Background: an optimization exercise with open tools, aiming at small area. Do not read the settings as production practice.
In this exercise RTL edits were held to simulation tests only and were not proved equivalent to the original.
The clock input has no modelled driver; a real chip could not lean on it and would need a root buffer or a full tree.
Power is estimated from default activity; no workload was simulated.

==> flow/design.v (excerpt) <==
module super_mario_music (
    input wire clk_1MHz,  
    input wire rst,
    output reg piezo      
);
make LEC_CHECK=0 ABC_AREA=1 CAP_MARGIN=20 CORE_MARGIN=2 CORE_UTILIZATION=70 CTS_BUF_LIST=sky130_fd_sc_hd__clkbuf_8 CTS_CLUSTER_DIAMETER=500 CTS_CLUSTER_SIZE=100 SLEW_MARGIN=20 SYNTH_MEMORY_MAX_BITS=65536 finish   # period 125.0 ns
run.sh (not shown) runs the stock make flow with config.mk's settings and CLKGATE_MAP_FILE= SYNTH_SCRIPT=/design/flow/synth_recipe.tcl, a recipe that flattens the netlist after the stock synthesis.
Rerun with:
==> flow/flow/run.sh (new file) <==
#!/bin/bash
# Standard ORFS layout with one extra step: before floorplanning, every
# combinational cell is swapped to its smallest drive strength (the clock
# period is long, so the upsizing done during synthesis buys nothing).
# Each tool's full output goes to standard.log in this folder.
set -uo pipefail
export PRE_FLOORPLAN_TCL=$PWD/flow/downsize.tcl
export CTS_ARGS="-buf_list sky130_fd_sc_hd__clkbuf_8 -dont_use_dummy_load -repair_clock_nets"
bash standard.sh > standard.log 2>&1
==> flow/flow/downsize.tcl (new file) <==
# Swap each combinational cell to the smallest-area variant of the same function
# (same base name, different drive strength). Registers keep their cell type.
set db [ord::get_db]
set block [ord::get_db_block]
set dont_use {}
if {[info exists ::env(DONT_USE_CELLS)]} { set dont_use $::env(DONT_USE_CELLS) }
array set best {}
foreach lib [$db getLibs] {
  foreach m [$lib getMasters] {
    set n [$m getName]
    if {![regexp {^(sky130_fd_sc_hd__[a-z0-9]+)_([0-9]+)$} $n -> base drv]} { continue }
    set skip 0
    foreach pat $dont_use { if {[string match $pat $n]} { set skip 1 } }
    if {$skip} { continue }
    set a [expr {[$m getWidth] * [$m getHeight]}]
    if {![info exists best($base)] || $a < [lindex $best($base) 1]} { set best($base) [list $m $a] }
  }
}
set nswap 0
foreach inst [$block getInsts] {
  set m [$inst getMaster]
  set n [$m getName]
  if {![regexp {^(sky130_fd_sc_hd__[a-z0-9]+)_([0-9]+)$} $n -> base drv]} { continue }
  if {[regexp {^sky130_fd_sc_hd__(df|sdf|edf|dl|tap|fill|decap|conb|lpflow)} $n]} { continue }
  if {![info exists best($base)]} { continue }
  set bm [lindex $best($base) 0]
  set ba [lindex $best($base) 1]
  set a [expr {[$m getWidth] * [$m getHeight]}]
  if {$ba < $a} {
    $inst swapMaster $bm
    incr nswap
  }
}
puts "downsize: swapped $nswap instances"
==> flow/standard.sh (new file) <==
#!/bin/bash
# synth_recipe.tcl (not shown) runs the flow's synth.tcl, then flattens the netlist and writes it again
# the make line also repeats each setting of config.mk as NAME=value (left out here)
make -C /OpenROAD-flow-scripts/flow DESIGN_CONFIG=/design/flow/config.mk WORK_HOME=/design/flow/orfs CLKGATE_MAP_FILE= SYNTH_SCRIPT=/design/flow/synth_recipe.tcl "${@:-finish}"
removed: flow/run.sh
Outcome:
- The new run went through all stages and came out clean
- clock skew goes up by 16 ps
- worst hold slack stays flat
- routed wire length increases by 2.9%
- cell area decreases by 4.7%
- setup slack gets better by 10 ps
- combinational power barely changes
- via count is about the same
- global-route usage came out higher by 2.1 points
Rerun with:
==> flow/run.sh (new file) <==
#!/bin/bash
# synth_recipe.tcl (not shown) runs the flow's synth.tcl, then flattens the netlist and writes it again
# the make line also repeats each setting of config.mk as NAME=value (left out here)
make -C /OpenROAD-flow-scripts/flow DESIGN_CONFIG=/design/flow/config.mk WORK_HOME=/design/flow/orfs CLKGATE_MAP_FILE= SYNTH_SCRIPT=/design/flow/synth_recipe.tcl finish
CORE_UTILIZATION = 40   (was 70)
CTS_BUF_LIST = sky130_fd_sc_hd__clkbuf_4   (was sky130_fd_sc_hd__clkbuf_8)
CTS_CLUSTER_SIZE = 64   (was 100)
removed: flow/flow/run.sh
removed: flow/flow/downsize.tcl
removed: flow/standard.sh
=> Power rises by 15%; wire length falls by 5.6%; clock skew falls by 9.1 ps; fmax falls by 0.37%.
Rerun with:
CTS_BUF_LIST = default   (was sky130_fd_sc_hd__clkbuf_4)
CTS_CLUSTER_DIAMETER = default   (was 500)
CTS_CLUSTER_SIZE = default   (was 64)
After rerunning: Sequential power stays flat. Wire length increases slightly. Core utilization increases by 1.3 points. Cell area increases by a few percent.

---

super_mario_music, a different RTL version from the one above (not shown whole).
Size in the first run: roughly 3 I/O pins, ~3800 um^2 of cells after synthesis.
export LEC_CHECK = 0
export ABC_AREA = 1
export CAP_MARGIN = 0
export CORE_MARGIN = 2
export CORE_UTILIZATION = 70
export SLEW_MARGIN = 0
export SYNTH_MEMORY_MAX_BITS = 65536
create_clock -name core_clock -period 125.0 [get_ports {clk_1MHz}]
standard.sh (not shown) runs the stock make flow with config.mk's settings and CLKGATE_MAP_FILE= SYNTH_SCRIPT=/design/flow/synth_recipe.tcl, a recipe that flattens the netlist after the stock synthesis.
==> flow/flow/run.sh <==
#!/bin/bash
# The standard layout (standard.sh) with two extra steps:
#  * after synthesis, restructure.tcl re-maps the combinational logic of
#    1_synth.odb for area with OpenROAD's restructure (ABC) on the platform
#    liberty less its don't-use cells, and swaps every combinational cell to its
#    smallest drive strength (the clock period is long; synthesis's upsizing buys
#    nothing); registers are untouched;
#  * after CTS (ORFS POST_CTS hook), cts_single.tcl replaces the clock tree by
#    three clock buffers, each driving the registers of one area of the die, so
#    every register gets its clock through one buffer and all see the same clock
#    arrival; the port buffers become the smallest plain buffer.
# Each tool's full output goes to a log of its own in this folder.
set -uo pipefail
bash standard.sh synth > synth.log 2>&1 || exit 1
mkdir -p rmp_work
RMP_RESULTS=$PWD/orfs/results/$FLOW_PLATFORM/super_mario_music/base \
RMP_LIB=$FLOW_HOME/platforms/$FLOW_PLATFORM/lib/sky130_fd_sc_hd__tt_025C_1v80.lib \
RMP_WORK=$PWD/rmp_work \
  openroad -no_init -exit flow/restructure.tcl > restructure.log 2>&1 || exit 1
export POST_CTS_TCL=$PWD/flow/cts_single.tcl
export FLOW_CLOCK_PORT=clk_1MHz
export FLOW_CLOCK_BUF=sky130_fd_sc_hd__clkbuf_16
export FLOW_CLOCK_GROUPS=3
export CTS_ARGS="-buf_list sky130_fd_sc_hd__clkbuf_8 -dont_use_dummy_load -repair_clock_nets"
bash standard.sh > standard.log 2>&1
==> flow/flow/cts_single.tcl <==
# Replace the clock tree that CTS built with one clock buffer that drives every
# register clock pin directly (all registers see the same clock arrival).
set db [ord::get_db]
set block [ord::get_db_block]
set clk_bterm [$block findBTerm $::env(FLOW_CLOCK_PORT)]
set root_net [$clk_bterm getNet]
set ::cs_sinks {}
set ::cs_old_insts {}
set ::cs_old_nets {}
proc collect_sinks {net} {

  foreach it [$net getITerms] {
    if {![$it isInputSignal] && [$it getIoType] ne "INPUT"} { continue }
    set inst [$it getInst]
    set mname [[$inst getMaster] getName]
    if {[string match "sky130_fd_sc_hd__clkbuf_*" $mname] || [string match "sky130_fd_sc_hd__clkinv*" $mname] || [string match "sky130_fd_sc_hd__bufinv*" $mname]} {
      lappend ::cs_old_insts $inst
      foreach ot [$inst getITerms] {
        if {[$ot isOutputSignal]} {
          set on [$ot getNet]
          if {$on ne "NULL" && $on ne ""} { lappend ::cs_old_nets $on; collect_sinks $on }
        }
      }
    } else {
      lappend ::cs_sinks $it
    }
  }
}
collect_sinks $root_net
puts "cts_single: [llength $::cs_sinks] sinks, removing [llength $::cs_old_insts] clock cells"
set master [$db findMaster $::env(FLOW_CLOCK_BUF)]
set ngroups $::env(FLOW_CLOCK_GROUPS)
# sink positions
set pts {}
foreach it $::cs_sinks {
  set bb [[$it getInst] getBBox]
  lappend pts [list [expr {([$bb xMin] + [$bb xMax]) / 2.0}] [expr {([$bb yMin] + [$bb yMax]) / 2.0}]]
  $it disconnect
}
foreach inst $::cs_old_insts { odb::dbInst_destroy $inst }
foreach n $::cs_old_nets { if {[llength [$n getITerms]] == 0} { odb::dbNet_destroy $n } }
# k-means on sink positions, seeded by sorting on x then y
set n [llength $pts]
set order [lsort -real -index 0 $pts]
set cents {}
for {set g 0} {$g < $ngroups} {incr g} {
  lappend cents [lindex $order [expr {int(($g + 0.5) * $n / $ngroups)}]]
}
for {set iter 0} {$iter < 50} {incr iter} {
  set asg {}
  foreach p $pts {
    set bd 1e18; set bg 0
    for {set g 0} {$g < $ngroups} {incr g} {
      set c [lindex $cents $g]
      set d [expr {abs([lindex $p 0] - [lindex $c 0]) + abs([lindex $p 1] - [lindex $c 1])}]
      if {$d < $bd} { set bd $d; set bg $g }
    }
    lappend asg $bg
  }
  set newc {}
  for {set g 0} {$g < $ngroups} {incr g} {
    set sx 0.0; set sy 0.0; set k 0
    foreach p $pts a $asg { if {$a == $g} { set sx [expr {$sx + [lindex $p 0]}]; set sy [expr {$sy + [lindex $p 1]}]; incr k } }
    if {$k > 0} { lappend newc [list [expr {$sx / $k}] [expr {$sy / $k}]] } else { lappend newc [lindex $cents $g] }
  }
  set cents $newc
}
for {set g 0} {$g < $ngroups} {incr g} {
  set buf [odb::dbInst_create $block $master "clkbuf_root_$g"]
  set net [odb::dbNet_create $block "clknet_root_$g"]
  $net setSigType CLOCK
  foreach it [$buf getITerms] {
    set mt [$it getMTerm]
    if {[$mt getName] eq "A"} { $it connect $root_net }
    if {[$mt getName] eq "X"} { $it connect $net }
  }
  set k 0
  foreach it $::cs_sinks a $asg { if {$a == $g} { $it connect $net; incr k } }
  set c [lindex $cents $g]
  $buf setLocation [expr {int([lindex $c 0])}] [expr {int([lindex $c 1])}]
  $buf setPlacementStatus PLACED
  puts "cts_single: buffer $g drives $k registers"
}
# port buffers: use the smallest plain buffer
set b1 [$db findMaster sky130_fd_sc_hd__buf_1]
foreach inst [$block getInsts] {
  if {[regexp {^(input|output)[0-9]+$} [$inst getName]] && [[$inst getMaster] getName] ne "sky130_fd_sc_hd__buf_1"} {
    puts "cts_single: port buffer [$inst getName] [[$inst getMaster] getName] -> sky130_fd_sc_hd__buf_1"
    $inst swapMaster $b1
  }
}
detailed_placement
check_placement -verbose
estimate_parasitics -placement
report_clock_skew
==> flow/flow/restructure.tcl <==
# Run between the standard flow's synthesis and the rest of its flow, in a fresh OpenROAD:
# re-map the combinational logic of 1_synth.odb for area with restructure (ABC),
# on the platform liberty less its don't-use cells, then swap every combinational
# cell to its smallest drive strength. Registers are not touched.
set res $::env(RMP_RESULTS)
set lib $::env(RMP_LIB)
set work $::env(RMP_WORK)
read_db $res/1_synth.odb
read_liberty $lib
read_sdc $res/1_synth.sdc
source $::env(FLOW_HOME)/platforms/$::env(FLOW_PLATFORM)/setRC.tcl
set ::env(DONT_USE_CELLS) "sky130_fd_sc_hd__lpflow_* sky130_fd_sc_hd__probe_p_8 sky130_fd_sc_hd__probec_p_8"
exec python3 [file join [file dirname [info script]] libfilter.py] $lib $work/area.lib {*}$::env(DONT_USE_CELLS)
set_dont_use $::env(DONT_USE_CELLS)
puts "restructure: design area before"
report_design_area
restructure -target area -liberty_file $work/area.lib \
  -tielo_port sky130_fd_sc_hd__conb_1/LO -tiehi_port sky130_fd_sc_hd__conb_1/HI \
  -work_dir $work
puts "restructure: design area after"
report_design_area
source [file join [file dirname [info script]] downsize.tcl]
report_design_area
write_db $res/1_synth.odb
Other scripts of this flow, unchanged in this note and not shown: flow/flow/downsize.tcl, flow/flow/libfilter.py
The baseline finished with timing, DRC and antenna clean.
Rerun with:
--- a/flow/config.mk
+++ b/flow/config.mk
@@ -7,7 +7,7 @@
 export LEC_CHECK = 0
 export ABC_AREA = 1
-export CAP_MARGIN = 0
+export CAP_MARGIN = 20
 export CORE_MARGIN = 2
 export CORE_UTILIZATION = 70
-export SLEW_MARGIN = 0
+export SLEW_MARGIN = 20
 export SYNTH_MEMORY_MAX_BITS = 65536
What happened: Routed wire length stays the same; clock skew does not change; die area is unchanged; worst setup slack is unchanged; maximum frequency stays the same; core utilization is unchanged; final cell count is unchanged; power is unchanged; first-iteration DRC count does not change; global-route usage does not change.
Rerun with:
--- a/flow/flow/run.sh
+++ b/flow/flow/run.sh
@@ -16,5 +16,5 @@
 RMP_RESULTS=$PWD/orfs/results/$FLOW_PLATFORM/super_mario_music/base \
 RMP_LIB=$FLOW_HOME/platforms/$FLOW_PLATFORM/lib/sky130_fd_sc_hd__tt_025C_1v80.lib \
-RMP_WORK=$PWD/rmp_work \
+RMP_WORK=$PWD/rmp_work RMP_FANOUT=9 \
   openroad -no_init -exit flow/restructure.tcl > restructure.log 2>&1 || exit 1
 export POST_CTS_TCL=$PWD/flow/cts_single.tcl
==> flow/flow/fanout_size.tcl (new file) <==
# Give the drivers of nets with many loads the next drive strength (x2), so that
# placement's slew repair need not add buffers for them.
set db [ord::get_db]
set block [ord::get_db_block]
set nup 0
foreach net [$block getNets] {
  set loads 0; set drv ""
  foreach it [$net getITerms] {
    if {[$it isOutputSignal]} { set drv $it } elseif {[$it isInputSignal]} { incr loads }
  }
  if {$drv eq "" || $loads < $::env(RMP_FANOUT)} { continue }
  set inst [$drv getInst]
  set n [[$inst getMaster] getName]
  if {[regexp {^sky130_fd_sc_hd__(df|sdf|edf|dl|conb)} $n]} { continue }
  if {![regexp {^(sky130_fd_sc_hd__[a-z0-9]+)_([0-9]+)$} $n -> base drv_s]} { continue }
  if {$drv_s >= 2} { continue }
  set m2 [$db findMaster ${base}_2]
  if {$m2 eq "NULL" || $m2 eq ""} { continue }
  $inst swapMaster $m2
  incr nup
}
puts "fanout_size: upsized $nup drivers"
--- a/flow/flow/restructure.tcl
+++ b/flow/flow/restructure.tcl
@@ -21,4 +21,5 @@
 report_design_area
 source [file join [file dirname [info script]] downsize.tcl]
+source [file join [file dirname [info script]] fanout_size.tcl]
 report_design_area
 write_db $res/1_synth.odb
Design area is about the same.
Sequential share of layout area is about the same.
Cell count went down by 0.71%.
Via count went up by 2.4%.
Wire length went up by 8.0%.
Hold slack degrades by 0.031 ns.
Die area went up by 0.69%.
Global-route usage went up by 2.8 points.
Utilization hardly moves.
Rerun with:
--- a/flow/flow/run.sh
+++ b/flow/flow/run.sh
@@ -7,5 +7,5 @@
 #    nothing); registers are untouched;
 #  * after CTS (ORFS POST_CTS hook), cts_single.tcl replaces the clock tree by
-#    three clock buffers, each driving the registers of one area of the die, so
+#    four clock buffers, each driving the registers of one area of the die, so
 #    every register gets its clock through one buffer and all see the same clock
 #    arrival; the port buffers become the smallest plain buffer.
@@ -16,10 +16,10 @@
 RMP_RESULTS=$PWD/orfs/results/$FLOW_PLATFORM/super_mario_music/base \
 RMP_LIB=$FLOW_HOME/platforms/$FLOW_PLATFORM/lib/sky130_fd_sc_hd__tt_025C_1v80.lib \
-RMP_WORK=$PWD/rmp_work RMP_FANOUT=9 \
+RMP_WORK=$PWD/rmp_work \
   openroad -no_init -exit flow/restructure.tcl > restructure.log 2>&1 || exit 1
 export POST_CTS_TCL=$PWD/flow/cts_single.tcl
 export FLOW_CLOCK_PORT=clk_1MHz
-export FLOW_CLOCK_BUF=sky130_fd_sc_hd__clkbuf_16
-export FLOW_CLOCK_GROUPS=3
+export FLOW_CLOCK_BUF=sky130_fd_sc_hd__clkbuf_8
+export FLOW_CLOCK_GROUPS=4
 export CTS_ARGS="-buf_list sky130_fd_sc_hd__clkbuf_8 -dont_use_dummy_load -repair_clock_nets"
 bash standard.sh > standard.log 2>&1
--- a/flow/flow/restructure.tcl
+++ b/flow/flow/restructure.tcl
@@ -21,5 +21,4 @@
 report_design_area
 source [file join [file dirname [info script]] downsize.tcl]
-source [file join [file dirname [info script]] fanout_size.tcl]
 report_design_area
 write_db $res/1_synth.odb
removed: flow/flow/fanout_size.tcl
- The new run completed with no timing, DRC or antenna violations
- wire length came out lower by 9.5%
- core utilization decreases by 0.34 points
- fmax barely changes
- critical path depth is unchanged
- flip-flop and latch count stays the same
- combinational power increases by about 3%
- die area falls by 0.68%
Rerun with:
--- a/flow/flow/run.sh
+++ b/flow/flow/run.sh
@@ -20,6 +20,6 @@
 export POST_CTS_TCL=$PWD/flow/cts_single.tcl
 export FLOW_CLOCK_PORT=clk_1MHz
-export FLOW_CLOCK_BUF=sky130_fd_sc_hd__clkbuf_8
-export FLOW_CLOCK_GROUPS=4
+export FLOW_CLOCK_BUF=sky130_fd_sc_hd__clkbuf_16
+export FLOW_CLOCK_GROUPS=3
 export CTS_ARGS="-buf_list sky130_fd_sc_hd__clkbuf_8 -dont_use_dummy_load -repair_clock_nets"
 bash standard.sh > standard.log 2>&1
Outcome:
- via count climbs by about 0.64%
- cell area climbs by about 0.5%
- power climbs by 5.3%
- combinational power climbs by about 1%
- core utilization climbs by 0.39 points
- clock skew drops by 0.020 ns
- routed wire length climbs by 2.3%
Rerun with:
--- a/flow/flow/run.sh
+++ b/flow/flow/run.sh
@@ -7,5 +7,5 @@
 #    nothing); registers are untouched;
 #  * after CTS (ORFS POST_CTS hook), cts_single.tcl replaces the clock tree by
-#    four clock buffers, each driving the registers of one area of the die, so
+#    three clock buffers, each driving the registers of one area of the die, so
 #    every register gets its clock through one buffer and all see the same clock
 #    arrival; the port buffers become the smallest plain buffer.
--- a/flow/config.mk
+++ b/flow/config.mk
@@ -9,5 +9,5 @@
 export CAP_MARGIN = 20
 export CORE_MARGIN = 2
-export CORE_UTILIZATION = 70
+export CORE_UTILIZATION = 85
 export SLEW_MARGIN = 20
 export SYNTH_MEMORY_MAX_BITS = 65536
Effect: This time the run failed in global placement without I/O; area after synthesis is unchanged; synthesized cell count is unchanged.
In the first, second, third, fourth and fifth runs of this note the design's own scripts or RTL, not TritonCTS, make the clock network.

==> re-timing with driven ports <==
How much do the figures lean on ideal ports? The routed layouts below were timed once more, with nothing changed but the port constraints.
Step 1 assumes that a clkbuf_16 drives the clock port and a buf_2 every other input.
Step 2 times the ports against the registers' clock, not the clock port: input delays grow and output delays shrink by t, the midpoint of the rising clock arrivals with the driver on.
Three values: ideal ports, drivers, drivers and shift; two values: the first two.
run | shift t [ns] | slack for setup (ns) | latest minus earliest clock arrival (ns) | slew at the worst register clock pin (ns) | worst slew at a driven data input, ns
the first run of note 1 | 0.365 | 98.760 / 98.725 / 98.941 | 0.006 / 0.005 | 0.07 / 0.07 | 0.03
the second run of note 1 | 0.359 | 98.770 / 98.737 / 98.936 | 0.021 / 0.021 | 0.07 / 0.07 | 0.03
the third run of note 1 | 0.447 | 98.671 / 98.641 / 98.951 | 0.012 / 0.012 | 0.12 / 0.12 | 0.03
the fourth run of note 1 | 0.366 | 98.778 / 98.740 / 98.934 | 0.007 / 0.006 | 0.06 / 0.06 | 0.03
the first run of note 2 | 0.205 | 99.315 / 99.251 / 99.305 | 0.018 / 0.018 | 0.09 / 0.09 | 0.03
the second run of note 2 | 0.205 | 99.315 / 99.251 / 99.305 | 0.018 / 0.018 | 0.09 / 0.09 | 0.03
the third run of note 2 | 0.206 | 99.313 / 99.250 / 99.390 | 0.023 / 0.023 | 0.09 / 0.09 | 0.03
the fourth run of note 2 | 0.204 | 99.285 / 99.228 / 99.292 | 0.039 / 0.038 | 0.11 / 0.11 | 0.03
the fifth run of note 2 | 0.205 | 99.315 / 99.251 / 99.305 | 0.018 / 0.018 | 0.09 / 0.09 | 0.03
After both steps every run listed still meets setup and hold. The worst setup slack also covers recovery checks on asynchronous resets.
